From an optimization exercise on the open Yosys and OpenROAD flow, aimed at small area, a short achievable clock period and few clock cycles per item; shortcuts taken in it are not production practice.
The RTL was checked by simulation tests, not by an equivalence proof against the original design.

==> inputs of branch fjord <==
Design dot_product, start of the top module:
module dot_product #(
  parameter ADDR_WIDTH = 5,
  parameter WIDTH = 32
) (
  input clk,
  input rst,
  input [ADDR_WIDTH:0] len,
  input [WIDTH-1:0] a_data,
  input a_valid,
  output reg a_ready,
  input [WIDTH-1:0] b_data,
  input b_valid,
  output reg b_ready,
  output [WIDTH-1:0] c_data,
  output reg c_valid,
  input c_ready
);
reg [WIDTH-1:0] a_r;
reg a_full, b_full;
reg [ADDR_WIDTH:0] len_r;
reg [ADDR_WIDTH:0] n;
reg m_v, m_first, m_last;
reg [WIDTH-1:0] acc;
reg rst_d;
wire a_en = !a_full || b_full;
wire b_en = !b_full || a_full;
wire a_fire = a_valid && a_en;
wire b_fire = b_valid && b_en;
wire pair = a_full && b_full;
wire last = n == len_r - 1'b1;
wire a_full_nx = a_fire || (a_full && !pair);
wire b_full_nx = b_fire || (b_full && !pair);
assign c_data = acc;
always @(posedge clk) if (a_en || rst) a_r <= (a_valid && !rst) ? a_data : {WIDTH{1'b0}};
reg [15:0] b_one, b_two, b_neg;
wire [32:0] bx = {b_data, 1'b0};
wire [15:0] e_one, e_two, e_neg;
genvar gi;
generate for (gi = 0; gi < 16; gi = gi + 1) begin : benc
  assign e_one[gi] = bx[2*gi+1] ^ bx[2*gi];
  assign e_two[gi] = (bx[2*gi+2] & ~bx[2*gi+1] & ~bx[2*gi]) | (~bx[2*gi+2] & bx[2*gi+1] & bx[2*gi]);
  assign e_neg[gi] = bx[2*gi+2];
end endgenerate
always @(posedge clk) if (b_en || rst) begin
  b_one <= (b_valid && !rst) ? e_one : 16'd0;
  b_two <= (b_valid && !rst) ? e_two : 16'd0;
  b_neg <= e_neg;
end
wire pp0_0 = (b_one[0] & a_r[0]) ^ b_neg[0];
wire pp0_1 = ((b_one[0] & a_r[1]) | (b_two[0] & a_r[0])) ^ b_neg[0];
wire pp0_2 = ((b_one[0] & a_r[2]) | (b_two[0] & a_r[1])) ^ b_neg[0];
wire pp0_3 = ((b_one[0] & a_r[3]) | (b_two[0] & a_r[2])) ^ b_neg[0];
wire pp0_4 = ((b_one[0] & a_r[4]) | (b_two[0] & a_r[3])) ^ b_neg[0];
wire pp0_5 = ((b_one[0] & a_r[5]) | (b_two[0] & a_r[4])) ^ b_neg[0];
wire pp0_6 = ((b_one[0] & a_r[6]) | (b_two[0] & a_r[5])) ^ b_neg[0];
  ...
clock: 10.0 ns
lec_check: 0
cap_margin: 5
core_margin: 2
core_utilization: 40
place_density: 0.65
slew_margin: 5
standard.sh (not shown) runs the stock make flow with config.mk's settings and CLKGATE_MAP_FILE= SYNTH_SCRIPT=/design/flow/synth_recipe.tcl, a recipe that flattens the netlist after the stock synthesis.
==> flow/flow/run.sh <==
#!/bin/bash
# Own layout flow: the standard layout (standard synthesis, floorplan,
# placement, CTS, routing) run through standard.sh, with extra make settings
# read from flow/make_args.txt (one VAR=value per line). They set how hard
# timing repair works (a setup slack margin, so that repair keeps shortening
# the critical paths after the 10 ns clock is met) and which buffer cell
# buffers the ports. The design's clock and I/O constraints are unchanged.
# make's full output goes to flow_make.log here; each ORFS step also keeps
# its own log under orfs/logs/.
set -euo pipefail
cd "$(dirname "$0")/.."
args=()
while IFS= read -r line || [[ -n "$line" ]]; do
  [[ -z "$line" || "$line" == \#* ]] && continue
  args+=("$line")
done < flow/make_args.txt
bash standard.sh "${args[@]}" finish > flow_make.log 2>&1
==> flow/flow/make_args.txt <==
SETUP_SLACK_MARGIN=6.6
BUFFER_PORTS_ARGS=-buffer_cell sky130_fd_sc_hd__buf_2
==> branch lagoon: changes against branch fjord <==
--- a/flow/design.v
+++ b/flow/design.v
@@ -38,36 +38,33 @@
 reg [WIDTH-1:0] a_r;
 reg a_full, b_full;
 reg [ADDR_WIDTH:0] len_r;
 reg [ADDR_WIDTH:0] n;
 reg m_v, m_first, m_last;
 reg [WIDTH-1:0] acc;
-reg rst_d;
 wire a_en = !a_full || b_full;
 wire b_en = !b_full || a_full;
 wire a_fire = a_valid && a_en;
 wire b_fire = b_valid && b_en;
 wire pair = a_full && b_full;
 wire last = n == len_r - 1'b1;
 wire a_full_nx = a_fire || (a_full && !pair);
 wire b_full_nx = b_fire || (b_full && !pair);
 assign c_data = acc;
-always @(posedge clk) if (a_en || rst) a_r <= (a_valid && !rst) ? a_data : {WIDTH{1'b0}};
+always @(posedge clk) if (a_en) a_r <= a_data;
 reg [15:0] b_one, b_two, b_neg;
 wire [32:0] bx = {b_data, 1'b0};
 wire [15:0] e_one, e_two, e_neg;
 genvar gi;
 generate for (gi = 0; gi < 16; gi = gi + 1) begin : benc
   assign e_one[gi] = bx[2*gi+1] ^ bx[2*gi];
   assign e_two[gi] = (bx[2*gi+2] & ~bx[2*gi+1] & ~bx[2*gi]) | (~bx[2*gi+2] & bx[2*gi+1] & bx[2*gi]);
   assign e_neg[gi] = bx[2*gi+2];
 end endgenerate
-always @(posedge clk) if (b_en || rst) begin
-  b_one <= (b_valid && !rst) ? e_one : 16'd0;
-  b_two <= (b_valid && !rst) ? e_two : 16'd0;
-  b_neg <= e_neg;
+always @(posedge clk) if (b_en) begin
+  b_one <= e_one; b_two <= e_two; b_neg <= e_neg;
 end
 wire pp0_0 = (b_one[0] & a_r[0]) ^ b_neg[0];
 wire pp0_1 = ((b_one[0] & a_r[1]) | (b_two[0] & a_r[0])) ^ b_neg[0];
 wire pp0_2 = ((b_one[0] & a_r[2]) | (b_two[0] & a_r[1])) ^ b_neg[0];
 wire pp0_3 = ((b_one[0] & a_r[3]) | (b_two[0] & a_r[2])) ^ b_neg[0];
 wire pp0_4 = ((b_one[0] & a_r[4]) | (b_two[0] & a_r[3])) ^ b_neg[0];
@@ -1554,11 +1551,10 @@
     m_v <= pair;
     m_first <= pair && n == 0;
     m_last <= pair && last;
     if (c_valid && c_ready) c_valid <= 1'b0;
     else if (m_v && m_last) c_valid <= 1'b1;
   end
-  rst_d <= rst;
-  if (rst || rst_d || (c_valid && c_ready)) acc <= 0;
-  else acc <= acc_nx;
+  if (rst || (c_valid && c_ready)) acc <= 0;
+  else if (m_v) acc <= acc_nx;
 end
 endmodule
==> flow/flow/make_args.txt (replaced) <==
SETUP_SLACK_MARGIN=6.45
BUFFER_PORTS_ARGS=-buffer_cell sky130_fd_sc_hd__buf_2
- CAP_MARGIN: 5 -> 20
- PLACE_DENSITY: 0.65 -> 0.6
- SLEW_MARGIN: 5 -> 20
==> branch pepper: changes against branch fjord <==
--- a/flow/design.v
+++ b/flow/design.v
@@ -38,36 +38,33 @@
 reg [WIDTH-1:0] a_r;
 reg a_full, b_full;
 reg [ADDR_WIDTH:0] len_r;
 reg [ADDR_WIDTH:0] n;
 reg m_v, m_first, m_last;
 reg [WIDTH-1:0] acc;
-reg rst_d;
 wire a_en = !a_full || b_full;
 wire b_en = !b_full || a_full;
 wire a_fire = a_valid && a_en;
 wire b_fire = b_valid && b_en;
 wire pair = a_full && b_full;
 wire last = n == len_r - 1'b1;
 wire a_full_nx = a_fire || (a_full && !pair);
 wire b_full_nx = b_fire || (b_full && !pair);
 assign c_data = acc;
-always @(posedge clk) if (a_en || rst) a_r <= (a_valid && !rst) ? a_data : {WIDTH{1'b0}};
+always @(posedge clk) if (a_en) a_r <= a_data;
 reg [15:0] b_one, b_two, b_neg;
 wire [32:0] bx = {b_data, 1'b0};
 wire [15:0] e_one, e_two, e_neg;
 genvar gi;
 generate for (gi = 0; gi < 16; gi = gi + 1) begin : benc
   assign e_one[gi] = bx[2*gi+1] ^ bx[2*gi];
   assign e_two[gi] = (bx[2*gi+2] & ~bx[2*gi+1] & ~bx[2*gi]) | (~bx[2*gi+2] & bx[2*gi+1] & bx[2*gi]);
   assign e_neg[gi] = bx[2*gi+2];
 end endgenerate
-always @(posedge clk) if (b_en || rst) begin
-  b_one <= (b_valid && !rst) ? e_one : 16'd0;
-  b_two <= (b_valid && !rst) ? e_two : 16'd0;
-  b_neg <= e_neg;
+always @(posedge clk) if (b_en) begin
+  b_one <= e_one; b_two <= e_two; b_neg <= e_neg;
 end
 wire pp0_0 = (b_one[0] & a_r[0]) ^ b_neg[0];
 wire pp0_1 = ((b_one[0] & a_r[1]) | (b_two[0] & a_r[0])) ^ b_neg[0];
 wire pp0_2 = ((b_one[0] & a_r[2]) | (b_two[0] & a_r[1])) ^ b_neg[0];
 wire pp0_3 = ((b_one[0] & a_r[3]) | (b_two[0] & a_r[2])) ^ b_neg[0];
 wire pp0_4 = ((b_one[0] & a_r[4]) | (b_two[0] & a_r[3])) ^ b_neg[0];
@@ -1554,11 +1551,10 @@
     m_v <= pair;
     m_first <= pair && n == 0;
     m_last <= pair && last;
     if (c_valid && c_ready) c_valid <= 1'b0;
     else if (m_v && m_last) c_valid <= 1'b1;
   end
-  rst_d <= rst;
-  if (rst || rst_d || (c_valid && c_ready)) acc <= 0;
-  else acc <= acc_nx;
+  if (rst || (c_valid && c_ready)) acc <= 0;
+  else if (m_v) acc <= acc_nx;
 end
 endmodule
==> flow/flow/make_args.txt (replaced) <==
SETUP_SLACK_MARGIN=6.9
BUFFER_PORTS_ARGS=-buffer_cell sky130_fd_sc_hd__buf_2
- CAP_MARGIN: 5 -> 20
- PLACE_DENSITY: 0.65 -> 0.6
- SLEW_MARGIN: 5 -> 20
==> branch tundra: changes against branch fjord <==
--- a/flow/design.v
+++ b/flow/design.v
@@ -38,36 +38,33 @@
 reg [WIDTH-1:0] a_r;
 reg a_full, b_full;
 reg [ADDR_WIDTH:0] len_r;
 reg [ADDR_WIDTH:0] n;
 reg m_v, m_first, m_last;
 reg [WIDTH-1:0] acc;
-reg rst_d;
 wire a_en = !a_full || b_full;
 wire b_en = !b_full || a_full;
 wire a_fire = a_valid && a_en;
 wire b_fire = b_valid && b_en;
 wire pair = a_full && b_full;
 wire last = n == len_r - 1'b1;
 wire a_full_nx = a_fire || (a_full && !pair);
 wire b_full_nx = b_fire || (b_full && !pair);
 assign c_data = acc;
-always @(posedge clk) if (a_en || rst) a_r <= (a_valid && !rst) ? a_data : {WIDTH{1'b0}};
+always @(posedge clk) if (a_en) a_r <= a_data;
 reg [15:0] b_one, b_two, b_neg;
 wire [32:0] bx = {b_data, 1'b0};
 wire [15:0] e_one, e_two, e_neg;
 genvar gi;
 generate for (gi = 0; gi < 16; gi = gi + 1) begin : benc
   assign e_one[gi] = bx[2*gi+1] ^ bx[2*gi];
   assign e_two[gi] = (bx[2*gi+2] & ~bx[2*gi+1] & ~bx[2*gi]) | (~bx[2*gi+2] & bx[2*gi+1] & bx[2*gi]);
   assign e_neg[gi] = bx[2*gi+2];
 end endgenerate
-always @(posedge clk) if (b_en || rst) begin
-  b_one <= (b_valid && !rst) ? e_one : 16'd0;
-  b_two <= (b_valid && !rst) ? e_two : 16'd0;
-  b_neg <= e_neg;
+always @(posedge clk) if (b_en) begin
+  b_one <= e_one; b_two <= e_two; b_neg <= e_neg;
 end
 wire pp0_0 = (b_one[0] & a_r[0]) ^ b_neg[0];
 wire pp0_1 = ((b_one[0] & a_r[1]) | (b_two[0] & a_r[0])) ^ b_neg[0];
 wire pp0_2 = ((b_one[0] & a_r[2]) | (b_two[0] & a_r[1])) ^ b_neg[0];
 wire pp0_3 = ((b_one[0] & a_r[3]) | (b_two[0] & a_r[2])) ^ b_neg[0];
 wire pp0_4 = ((b_one[0] & a_r[4]) | (b_two[0] & a_r[3])) ^ b_neg[0];
@@ -1554,11 +1551,10 @@
     m_v <= pair;
     m_first <= pair && n == 0;
     m_last <= pair && last;
     if (c_valid && c_ready) c_valid <= 1'b0;
     else if (m_v && m_last) c_valid <= 1'b1;
   end
-  rst_d <= rst;
-  if (rst || rst_d || (c_valid && c_ready)) acc <= 0;
-  else acc <= acc_nx;
+  if (rst || (c_valid && c_ready)) acc <= 0;
+  else if (m_v) acc <= acc_nx;
 end
 endmodule
- CAP_MARGIN: 5 -> 20
- PLACE_DENSITY: 0.65 -> 0.6
- SLEW_MARGIN: 5 -> 20
==> metrics.yaml <==
outcome:
  status: "no timing/DRC/antenna violations"
final_layout:
  areaGrowthSynthToFinish_pct: 15.2
  seq_cells: 236
placed_design:
  placed_cells: 2786
cts:
  numClockSinks: 236
detailed_routing:
  vias: 15900
setup_path:
  startpoint: "b_one[1]$_SDFFCE_PN0P_"
[end of results for branch fjord]
==> metrics.yaml <==
outcome:
  status: "no timing/DRC/antenna violations"
placed_design:
  placed_cells: 2776
sta:
  slew_headroom_pct: 29.3
  final.setup_skew_ps: 35.3
setup_path:
  startpoint: "acc[3]$_SDFFE_PP0P_"
detailed_routing:
  drt-initial-drc-count: 1263
  vias: 16600
final_layout:
  fin_area_sq_mm: 0.0258
  areaGrowthSynthToFinish_pct: 28.8
  clock_buffers: 41
  seq_cells: 235
  inverters: 22
cts:
  numClockSinks: 235
die:
  die_h_um: 228
[end of results for branch pepper]
==> metrics.yaml <==
cts:
  numClockSinks: 235
  cts_tree: "yes"
setup_path:
  startpoint: "m_3_1$_DFF_P_"
  reg2reg_depth: 13
yosys:
  synth-simple-area-share_pct: 6.65
  synthArstFlopShare_pct: 0
final_layout:
  seq_cells: 235
  areaGrowthSynthToFinish_pct: 13.6
placed_design:
  post-place-ws_ps: 5960
  placed_cells: 2778
detailed_routing:
  ant_nets: 0
outcome:
  status: "no timing/DRC/antenna violations"
[end of results for branch lagoon]
==> metrics.yaml <==
setup_path:
  startpoint: "m_3_0$_DFF_P_"
final_layout:
  areaGrowthSynthToFinish_pct: 16.4
  drive_gt1_share_pct: 16.3
  seq_cells: 235
placed_design:
  placed_cells: 2778
cts:
  numClockSinks: 235
die:
  die_area_sq_mm: 0.0519
detailed_routing:
  vias: 15900
outcome:
  status: "no timing/DRC/antenna violations"
yosys:
  synth_top_cell_area_share_pct: 27.0
  yosysSeqAreaShare_pct: 27.5
[end of results for branch tundra]
Testbench counts of branch fjord, summed over its fixed seeds: cycles 10,109, items 512.
Testbench counts of branch lagoon, summed over its fixed seeds: cycles 10,109, items 512.
Testbench counts of branch pepper, summed over its fixed seeds: cycles 10,109, items 512.
Testbench counts of branch tundra, summed over its fixed seeds: cycles 10,109, items 512.

## port drivers added, routing unchanged
In the flow no input, the clock included, has a driving cell. The finished layouts below were timed again as built, in two steps.
Step 1: set_driving_cell puts a clkbuf_16 on clk and a buf_2 on each other input, an assumption about the parent block.
Step 2 also shifts input and output timing later by t, the mid clock arrival at the registers, as if the neighbouring blocks saw the same clock.
a / b / c = no drivers / after step 1 / after step 2; a / b = the first two.
run | t (ns) | slack for setup (ns) | worst setup path after step 2
branch fjord | 0.615 | 6.687 / 6.650 / 6.470 | input to register
branch lagoon | 0.620 | 6.569 / 6.569 / 6.268 | input to register
branch pepper | 0.611 | 6.579 / 6.579 / 6.334 | input to register
branch tundra | 0.622 | 6.642 / 6.642 / 6.261 | input to register
After both steps setup and hold are still met in every run listed. For branch tundra, which loses most, drivers alone change the setup slack by 0.000 ns; drivers and shift together by -0.381 ns.
